What follows belongs to an exercise in optimizing a design on an open flow for small area and a short achievable clock period; a production flow would make more cautious choices. The RTL was checked by simulation tests, not by an equivalence proof against the original design.

==> run a <==
==> flow/design.v (excerpt) <==
module mips_cpu (
    input  wire        clk,
    input  wire        rst,
    output wire [31:0] imem_addr,    
    input  wire [31:0] imem_rdata,   
    output wire [31:0] dmem_addr,    
    output wire [31:0] dmem_wdata,   
    output wire        dmem_we,      
    output wire        dmem_re,      
    input  wire [31:0] dmem_rdata    
);
==> flow/config.mk <==
export PLATFORM = sky130hd
export DESIGN_NAME = mips_cpu
export DESIGN_NICKNAME = mips_cpu
export VERILOG_FILES = /design/flow/design.v
export SDC_FILE = /design/flow/constraint.sdc
export NUM_CORES = 4
export LEC_CHECK = 0
export CAP_MARGIN = 20
export CORE_MARGIN = 2
export CORE_UTILIZATION = 60
export SLEW_MARGIN = 20
export SYNTH_HIERARCHICAL = 1
==> flow/constraint.sdc <==
create_clock -name core_clock -period 15.0 [get_ports {clk}]
set_input_delay 3.0000 -clock core_clock [delete_from_list [all_inputs] [get_ports {clk}]]
set_output_delay 3.0000 -clock core_clock [all_outputs]
set_load 0.01 [all_outputs]
standard.sh (not shown) runs the stock make flow with config.mk's settings and CLKGATE_MAP_FILE= SYNTH_SCRIPT=/design/flow/synth_recipe.tcl, a recipe that flattens the netlist after the stock synthesis.
==> flow/flow/run.sh <==
#!/bin/bash
set -euo pipefail
export BUFFER_PORTS_ARGS="-buffer_cell sky130_fd_sc_hd__buf_2"
bash standard.sh SETUP_SLACK_MARGIN=${MARGIN:-7.5} finish > make_finish.log 2>&1
==> run b (differences from run a) <==
--- a/flow/design.v
+++ b/flow/design.v
@@ -373,58 +373,75 @@
             ({32{sel_lui}}  & {imm, 16'd0}) |
             ({32{sel_load}} & load_data) |
             alu_y;
 endmodule
 module shifter(
-	input wire [31:0] a,
+	input wire [31:0] an,
 	input wire [4:0] shamt,
 	output wire [31:0] y
 );
-assign y = a >> shamt;
+assign y = (~an) >> shamt;
 endmodule
 module alu(
 	input wire [31:0] an,        
 	input wire [31:0] bn,        
 	input wire [15:0] imm,
 	input wire [31:0] addr,      
 	input wire [4:0] shamt,
-	input wire sel_add, sel_addr, sel_and, sel_or, sel_xor, sel_nor,
-	input wire sel_slt, sel_sltu, sel_srl,
+	input wire [3:0] lut,        
+	input wire sel_add, sel_addr, sel_slt, sel_sltu, sel_srl,
 	input wire use_imm,
 	input wire sub,
 	output wire [31:0] y,
 	output wire d_neg,           
 	output wire eq               
 );
-wire [31:0] a = ~an;
-wire [31:0] b = ~bn;
-wire [31:0] simm = {{16{imm[15]}}, imm};
-wire [31:0] bb = use_imm ? simm : b;
-wire [32:0] s = {1'b0, a} + {1'b0, bb ^ {32{sub}}} + {32'd0, sub};
-wire ltu = ~s[32];
-wire lt = (a[31] ^ bb[31]) ? a[31] : s[31];
+wire [15:0] immn = ~imm;
+wire [31:0] simmn = {{16{immn[15]}}, immn};
+wire [31:0] bb;              
+wire [31:0] lg;              
+genvar i;
+generate
+	for (i = 0; i < 32; i = i + 1) begin : bt
+		c_mux2i bsel (.a0(bn[i]), .a1(simmn[i]), .s(use_imm), .y(bb[i]));
+		c_mux4 lop (.d0(lut[2]), .d1(lut[3]), .d2(lut[0]), .d3(lut[1]),
+		            .s0(bb[i]), .s1(an[i]), .y(lg[i]));
+	end
+endgenerate
+wire [31:0] s;
+wire co;
+alu_add add_inst (.an(an), .b(bb ^ {32{sub}}), .cin(sub), .s(s), .co(co));
+wire a31 = ~an[31];
+wire ltu = ~co;
+wire lt = (a31 ^ bb[31]) ? a31 : s[31];
 wire [31:0] sh;
-shifter shft_inst(.a(b), .shamt(shamt), .y(sh));
+shifter shft_inst(.an(bn), .shamt(shamt), .y(sh));
 assign d_neg = s[31];
 assign eq = (an == bn);
-assign y = ({32{sel_add}}  & s[31:0]) |
+assign y = ({32{sel_add}}  & s) |
            ({32{sel_addr}} & addr) |
-           ({32{sel_and}}  & (a & bb)) |
-           ({32{sel_or}}   & (a | bb)) |
-           ({32{sel_xor}}  & (a ^ bb)) |
-           ({32{sel_nor}}  & ~(a | bb)) |
+           lg |
            ({32{sel_srl}}  & sh) |
            {31'd0, (sel_slt & lt) | (sel_sltu & ltu)};
 endmodule
+module alu_add(
+	input wire [31:0] an,
+	input wire [31:0] b,
+	input wire cin,
+	output wire [31:0] s,
+	output wire co
+);
+assign {co, s} = {1'b0, ~an} + {1'b0, b} + {32'd0, cin};
+endmodule
+module c_mux4(input wire d0, d1, d2, d3, s0, s1, output wire y);
+assign y = s1 ? (s0 ? d3 : d2) : (s0 ? d1 : d0);
+endmodule
 module alu_control(
 	input wire [31:0] instr,
 	output wire sel_add,      
 	output wire sel_addr,     
-	output wire sel_and,
-	output wire sel_or,
-	output wire sel_xor,
-	output wire sel_nor,
+	output wire [3:0] lut,    
 	output wire sel_slt,
 	output wire sel_sltu,
 	output wire sel_srl,
 	output wire sel_lui,
 	output wire sel_load,
@@ -435,14 +452,15 @@
 wire [5:0] op = instr[31:26];
 wire [5:0] fn = instr[5:0];
 wire r = (op == 6'h00);
 assign sel_add  = r & ((fn == 6'h20) | (fn == 6'h21) | (fn == 6'h02) | (fn == 6'h22) | (fn == 6'h23));
 assign sel_addr = (op == 6'h08) | (op == 6'h09) | (op == 6'h0E) | (op == 6'h0B);
-assign sel_and  = (r & (fn == 6'h24)) | (op == 6'h0C);
-assign sel_or   = (r & (fn == 6'h25)) | (op == 6'h0D);
-assign sel_xor  = r & (fn == 6'h26);
-assign sel_nor  = r & (fn == 6'h27);
+wire sel_and = (r & (fn == 6'h24)) | (op == 6'h0C);
+wire sel_or  = (r & (fn == 6'h25)) | (op == 6'h0D);
+wire sel_xor = r & (fn == 6'h26);
+wire sel_nor = r & (fn == 6'h27);
+assign lut = {sel_and | sel_or, sel_or | sel_xor, sel_or | sel_xor, sel_nor};
 assign sel_slt  = (r & (fn == 6'h2A)) | (op == 6'h0A);
 assign sel_sltu = r & (fn == 6'h2B);
 assign sel_srl  = r & (fn == 6'h00);
 assign sel_lui  = (op == 6'h0F);
 assign sel_load = (op == 6'h23);
@@ -605,13 +623,36 @@
 	input wire jump,
 	input wire taken,
 	output reg [31:0] pc,
 	output wire [31:0] pc_plus4
 );
-wire [29:0] pc4_hi = pc[31:2] + 30'd1;
-wire [29:0] br_hi = pc4_hi + {{14{instr[15]}}, instr[15:0]};
+wire [29:0] hi = pc[31:2];
+wire [30:0] ci;
+wire [29:0] pc4_hi;
+assign ci[0] = 1'b1;
+wire [14:0] ui, ud;
+wire [13:0] up, dn;
+assign ui[0] = 1'b1;
+assign ud[0] = 1'b1;
+genvar k;
+generate
+	for (k = 0; k < 30; k = k + 1) begin : inc
+		assign ci[k+1] = ci[k] & hi[k];
+		assign pc4_hi[k] = hi[k] ^ ci[k];
+	end
+	for (k = 0; k < 14; k = k + 1) begin : updn
+		assign ui[k+1] = ui[k] & hi[16+k];
+		assign ud[k+1] = ud[k] & ~hi[16+k];
+		assign up[k] = hi[16+k] ^ ui[k];
+		assign dn[k] = hi[16+k] ^ ud[k];
+	end
+endgenerate
 assign pc_plus4 = {pc4_hi, pc[1:0]};
+wire [16:0] lo = {1'b0, hi[15:0]} + {1'b0, instr[15:0]} + 17'd1;
+wire c = lo[16], s = instr[15];
+wire [13:0] br_up = (c == s) ? hi[29:16] : c ? up : dn;
+wire [29:0] br_hi = {br_up, lo[15:0]};
 wire [31:0] pc_next = jr    ? ~rsn :
                       jump  ? {pc4_hi[29:26], instr[25:0], 2'b00} :
                       taken ? {br_hi, pc[1:0]} :
                               pc_plus4;
 always @(posedge clk or posedge rst) begin
@@ -641,20 +682,20 @@
     wire [31:0] wd;
     wire d_neg, eq;
     wire reg_write, mem_read, mem_write, jr, jump;
     wire br_eq, br_ne, br_neg, br_nneg, br_le, br_gt;
     wire [4:0] wa;
-    wire sel_add, sel_addr, sel_and, sel_or, sel_xor, sel_nor, sel_slt, sel_sltu, sel_srl;
+    wire sel_add, sel_addr, sel_slt, sel_sltu, sel_srl;
+    wire [3:0] lut;
     wire sel_lui, sel_load, sel_link, use_imm, sub;
     control_unit ctrl_inst (
         .instr(instr), .reg_write(reg_write), .wa(wa), .mem_read(mem_read),
         .mem_write(mem_write), .jr(jr), .jump(jump), .br_eq(br_eq), .br_ne(br_ne),
         .br_neg(br_neg), .br_nneg(br_nneg), .br_le(br_le), .br_gt(br_gt)
     );
     alu_control alu_ctrl_inst (
-        .instr(instr), .sel_add(sel_add), .sel_addr(sel_addr), .sel_and(sel_and),
-        .sel_or(sel_or), .sel_xor(sel_xor), .sel_nor(sel_nor), .sel_slt(sel_slt),
+        .instr(instr), .sel_add(sel_add), .sel_addr(sel_addr), .lut(lut), .sel_slt(sel_slt),
         .sel_sltu(sel_sltu), .sel_srl(sel_srl), .sel_lui(sel_lui), .sel_load(sel_load),
         .sel_link(sel_link), .use_imm(use_imm), .sub(sub)
     );
     reg_file rf_inst (
         .clk(clk), .rst(rst), .we(reg_write),
@@ -662,12 +703,11 @@
         .rd1n(rs_n), .rd1an(rs_an), .rd2n(rt_n)
     );
     add32 addr_adder (.an(rs_an), .imm(instr[15:0]), .y(addr));
     alu alu_inst (
         .an(rs_n), .bn(rt_n), .imm(instr[15:0]), .addr(addr), .shamt(instr[10:6]),
-        .sel_add(sel_add), .sel_addr(sel_addr), .sel_and(sel_and), .sel_or(sel_or),
-        .sel_xor(sel_xor), .sel_nor(sel_nor), .sel_slt(sel_slt), .sel_sltu(sel_sltu),
+        .sel_add(sel_add), .sel_addr(sel_addr), .lut(lut), .sel_slt(sel_slt), .sel_sltu(sel_sltu),
         .sel_srl(sel_srl), .use_imm(use_imm), .sub(sub), .y(alu_y), .d_neg(d_neg), .eq(eq)
     );
     wire taken = (br_eq & eq) | (br_ne & ~eq) | (br_neg & d_neg) | (br_nneg & ~d_neg) |
                  (br_le & (d_neg | eq)) | (br_gt & ~d_neg & ~eq);
     pc_reg pcreg_inst (
==> flow/flow/run.sh (replaced) <==
#!/bin/bash
# Own layout flow: the standard flow (standard.sh, standard synthesis
# unchanged) with changes only to how the layout is made:
#  - the port buffers are sky130_fd_sc_hd__buf_2 instead of the delay cell
#    that buffer_ports picks by default;
#  - clock tree synthesis without dummy loads, with larger sink clusters.
# The clock period, constraints, tap cells and power grid are the standard ones.
# make's full output goes to make_finish.log; ORFS keeps each step's log in orfs/logs.
set -euo pipefail
export BUFFER_PORTS_ARGS="-buffer_cell sky130_fd_sc_hd__buf_2"
export CTS_ARGS="-sink_clustering_enable -repair_clock_nets -dont_use_dummy_load -sink_clustering_size 25 -sink_clustering_max_diameter 90"
bash standard.sh finish > make_finish.log 2>&1
--- a/flow/config.mk
+++ b/flow/config.mk
@@ -5,8 +5,10 @@
 export SDC_FILE = /design/flow/constraint.sdc
 export NUM_CORES = 4
 export LEC_CHECK = 0
 export CAP_MARGIN = 20
 export CORE_MARGIN = 2
-export CORE_UTILIZATION = 60
+export CORE_UTILIZATION = 58
+export PLACE_DENSITY = 0.7
+export SETUP_SLACK_MARGIN = 5
 export SLEW_MARGIN = 20
 export SYNTH_HIERARCHICAL = 1
==> qor summary <==
metric                                                                                    run a           run b
Number of distinct standard cells referenced by the synthesized netlist                     114             108
Synthesized instance count                                                                4,117           3,799
Routability-driven placement congestion ratio                                              1.06            1.05
H-Tree Depth                                                                                  3               2
Detailed placement HPWL                                                                  155 mm          137 mm
Area of placed instances                                                           0.0577 sq mm    0.0558 sq mm
Result of the run                                                        stopped before the end  finished clean
Last stage reached                                                                      5_1_grt               -
Simple-gate portion of the synthesized area                                               0.110           0.104
Cts bufs inserted                                                                           103              51
Dpl ws                                                                                  4.14 ns         3.79 ns
Adder-cell share of the synthesized area                                                 0.0310          0.0191
Synthesized-area fraction occupied by ao, oa, aoi and oai cells                           0.200           0.193
Number of instances resized during post-cts repair                                          700              40
Post-CTS Setup Repair Bufs                                                                  436              29
Proportion of synthesized chip area in sequential cells                                   0.579           0.599
Average size of a mapped cell                                                        13.2 sq um      13.8 sq um
Share of the synthesized area in the top cell type                                        0.550           0.569
Floorplan die width                                                                      305 um          305 um

re-timing with driven ports:
Ports are ideal in the flow. The routed layout listed here was re-timed in OpenROAD. Step 1 sets driving cells, clkbuf_16 on the clock port and buf_2 on the other inputs (assumed; they add their load-dependent delay and slew). Step 2 moves the port delays by t, midway between the first and last clock arrival at a register: inputs arrive t later, outputs are due t later. That takes back most of the time a late clock gives input paths. Three values: no drivers, after step 1, after step 2; two values: the first two.
run: run b
t, ns: 0.709
slack for setup (ns): 4.964 / 4.928 / 4.523
worst slew at a driven data input, ns: 0.07
After both steps run b still meets setup and hold. For run b, drivers alone change the setup slack by -0.036 ns; drivers and shift together by -0.441 ns.
